This design comes from an exercise in tuning for small area, a short achievable clock period and few clock cycles on the open sky130 flow, not from production work. At most, simulation tests tie the RTL to the original design; equivalence was not proved.

Setup of PW:
==> flow/design.v (excerpt) <==
module TotalALU( clk, dataA, dataB, Signal, control, Output, Busy, reset );
Settings: LEC_CHECK=0, CAP_MARGIN=20, CORE_MARGIN=2, CORE_UTILIZATION=40, SLEW_MARGIN=20, SYNTH_HIERARCHICAL=1, SYNTH_MINIMUM_KEEP_SIZE=0; clock period 24.0 ns.
standard.sh (not shown) runs the stock make flow with config.mk's settings and CLKGATE_MAP_FILE= SYNTH_SCRIPT=/design/flow/synth_recipe.tcl, a recipe that flattens the netlist after the stock synthesis.
==> flow/flow/run.sh <==
#!/bin/bash
# Layout: the standard flow (standard.sh: standard synthesis, floorplan,
# placement, CTS, routing), with two changes:
#  - the port buffers are buf_1 cells (repair_timing upsizes the critical ones) rather than the delay cells buffer_ports
#    picks by default (every input and output port still gets a buffer);
#  - repair_timing aims for SETUP_SLACK_MARGIN ns more setup slack than the
#    clock needs, so it shortens the port-to-port paths that set the period.
# The clock, its period and the I/O constraints are the standard flow's, unchanged.
set -euo pipefail
MARGIN=${MARGIN:-11}
bash standard.sh "SETUP_SLACK_MARGIN=$MARGIN" \
  "BUFFER_PORTS_ARGS=-buffer_cell sky130_fd_sc_hd__buf_1" REMOVE_ABC_BUFFERS=1 finish > standard_flow.log 2>&1
Testbench counts of PW, summed over its fixed seeds: cycles 4,330.
[inputs] AL vs PW
diff --git a/flow/design.v b/flow/design.v
--- a/flow/design.v
+++ b/flow/design.v
@@ -19,15 +19,15 @@
 output Busy ;
 wire sub = Signal[1];
 wire [31:0] bx = dataB ^ {32{sub}};
 wire [31:0] sum;
 wire cout;
 wire [31:0] a_g = dataA & bx;
 wire [31:0] a_p = dataA ^ bx;
-wire a_g0c = a_g[0] | (a_p[0] & sub);
+wire a_g0c = sub ? ( dataA[0] | ~dataB[0] ) : ( dataA[0] & dataB[0] );
 wire a_G1 = a_g[1] | (a_p[1] & a_g0c);
 wire a_G2 = a_g[3] | (a_p[3] & a_g[2]);
 wire a_P2 = a_p[3] & a_p[2];
 wire a_G3 = a_g[5] | (a_p[5] & a_g[4]);
 wire a_P3 = a_p[5] & a_p[4];
 wire a_G4 = a_g[7] | (a_p[7] & a_g[6]);
 wire a_P4 = a_p[7] & a_p[6];
Notes after the runs:
AL -> PW: horizontal die dimension flat. AL against PW: routed via count divided by cell count rose by about 0.47%; core utilization fell by 0.24 points; compound-cell area share of the yosys netlist rose by 0.52 points; count of clock-buffer cells in the layout fell by 1. Lower first-pass GRT wire length goes to AL over PW. Summary: hold slack, AL worse than PW. Compared to PW, AL has number of buffer and inverter instances along the worst setup path 1 higher.
Testbench counts of AL, summed over its fixed seeds: cycles 4,330.


Another version of the RTL of TotalALU (not shown whole).
Size in the first run: ~1700 cells after synthesis, roughly 99 flip-flops, about 110 I/O pins, about 14000 um2 of cells after synthesis.
==> flow/config.mk <==
export PLATFORM = sky130hd
export DESIGN_NAME = TotalALU
export DESIGN_NICKNAME = TotalALU
export VERILOG_FILES = /design/flow/design.v
export SDC_FILE = /design/flow/constraint.sdc
export NUM_CORES = 4
export LEC_CHECK = 0
export CAP_MARGIN = 20
export CORE_MARGIN = 2
export CORE_UTILIZATION = 40
export SLEW_MARGIN = 20
export SYNTH_HIERARCHICAL = 1
export SYNTH_MINIMUM_KEEP_SIZE = 0
==> flow/constraint.sdc <==
create_clock -name core_clock -period 24.0 [get_ports {clk}]
set_input_delay 4.8000 -clock core_clock [delete_from_list [all_inputs] [get_ports {clk}]]
set_output_delay 4.8000 -clock core_clock [all_outputs]
set_load 0.01 [all_outputs]
Scripts as last shown in full above: flow/flow/run.sh
The first run went through all stages and came out clean.
==> next run, changes <==
--- a/flow/design.v
+++ b/flow/design.v
@@ -1,34 +1,45 @@
 `timescale 1ns/1ns
 module FullAdder( input a, input b, input cin, output S, output cout );
 assign S = a ^ b ^ cin;
 assign cout = ( a & b ) | ( a & cin ) | ( b & cin );
 endmodule
 module HalfAdder( input a, input b, output S, output cout );
 assign S = a ^ b;
 assign cout = a & b;
 endmodule
+module Xor2( input a, input b, output y );
+assign y = a ^ b;
+endmodule
 `timescale 1ns/1ns
 module TotalALU( clk, dataA, dataB, Signal, control, Output, Busy, reset );
 input reset ;
 input clk ;
 input [2:0] control ;
 input [31:0] dataA ;
 input [31:0] dataB ;
 input [5:0] Signal ;
 output [31:0] Output ;
 output Busy ;
 wire sub = Signal[1];
-wire [31:0] bx = dataB ^ {32{sub}};
+wire [31:0] bx;
+genvar xi;
+generate for ( xi = 0; xi < 32; xi = xi + 1 ) begin : bxor
+  Xor2 u_bx ( .a(dataB[xi]), .b(sub), .y(bx[xi]) );
+end endgenerate
 wire [31:0] sum;
 wire cout;
-wire [31:0] a_g = dataA & bx;
-wire [31:0] a_p = dataA ^ bx;
+wire [31:0] a_g;
+wire [31:0] a_p;
+genvar gi;
+generate for ( gi = 0; gi < 32; gi = gi + 1 ) begin : pg
+  HalfAdder u_pg ( .a(dataA[gi]), .b(bx[gi]), .S(a_p[gi]), .cout(a_g[gi]) );
+end endgenerate
 wire a_g0c = sub ? ( dataA[0] | ~dataB[0] ) : ( dataA[0] & dataB[0] );
 wire a_G1 = a_g[1] | (a_p[1] & a_g0c);
 wire a_G2 = a_g[3] | (a_p[3] & a_g[2]);
 wire a_P2 = a_p[3] & a_p[2];
 wire a_G3 = a_g[5] | (a_p[5] & a_g[4]);
 wire a_P3 = a_p[5] & a_p[4];
 wire a_G4 = a_g[7] | (a_p[7] & a_g[6]);
 wire a_P4 = a_p[7] & a_p[6];
 wire a_G5 = a_g[9] | (a_p[9] & a_g[8]);
@@ -773,19 +784,17 @@
   end
 end
 wire isAND = Signal == 6'd36;
 wire isOR  = Signal == 6'd37;
 wire isAS  = ( Signal == 6'd32 ) | ( Signal == 6'd34 );
 wire isSLT = Signal == 6'd42;
 wire isSLL = Signal == 6'd0;
 wire isHI  = Signal == 6'd16;
 wire isLO  = Signal == 6'd18;
-wire [31:0] oth = ( {32{isAND}} & ( dataA & dataB ) )
+assign Output = ( {32{isAND}} & ( dataA & dataB ) )
               | ( {32{isOR}}  & ( dataA | dataB ) )
+              | ( {32{isAS}}  & sum )
               | { 31'd0, isSLT & lt }
               | ( {32{isSLL}} & shl )
               | ( {32{isHI}}  & P[63:32] )
               | ( {32{isLO}}  & P[31:0] );
-wire [31:0] o0 = oth | ( {32{isAS}} & a_p );
-wire [31:0] o1 = oth | ( {32{isAS}} & ~a_p );
-assign Output = ( a_c & o1 ) | ( ~a_c & o0 );
 endmodule
Effect: Routed wire length goes down by 3.9%. Global-route usage goes down by 1.1 points. Hold slack is worse by 0.020 ns. Core utilization goes down by 1.1 points. Non-clock buffer count goes down by 21. Fmax hardly moves.
No run of this note included a check of the RTL's function; only the layout flow was run.

re-timing with driven ports:
In the flow no input, the clock included, has a driving cell. The finished layouts below were timed again as built, in two steps.
Step 1 sets driving cells, clkbuf_16 on the clock port and buf_2 on the other inputs (assumed; they add their load-dependent delay and slew).
Step 2, shift: input delay + t, output delay - t, t = (earliest + latest rising clock arrival at the registers) / 2. This alone moves slack from input paths to output paths.
a / b / c = ideal / step 1 / step 2; a / b = the first two.
run | t, ns | setup WS [ns] | worst register clock-pin slew, ns | pins driven straight from the clock port
PW | 0.426 | 11.094 / 11.067 / 11.067 | 0.09 / 0.09 | 1
AL | 0.416 | 11.137 / 11.100 / 11.100 | 0.09 / 0.09 | 1
the first run of note 2 | 0.415 | 11.028 / 10.980 / 10.980 | 0.08 / 0.08 | 1
the second run of note 2 | 0.405 | 11.051 / 10.992 / 10.992 | 0.08 / 0.08 | 1
After both steps every run listed still meets setup and hold. For the second run of note 2, which loses most, drivers alone change the setup slack by -0.059 ns; drivers and shift together by -0.059 ns.
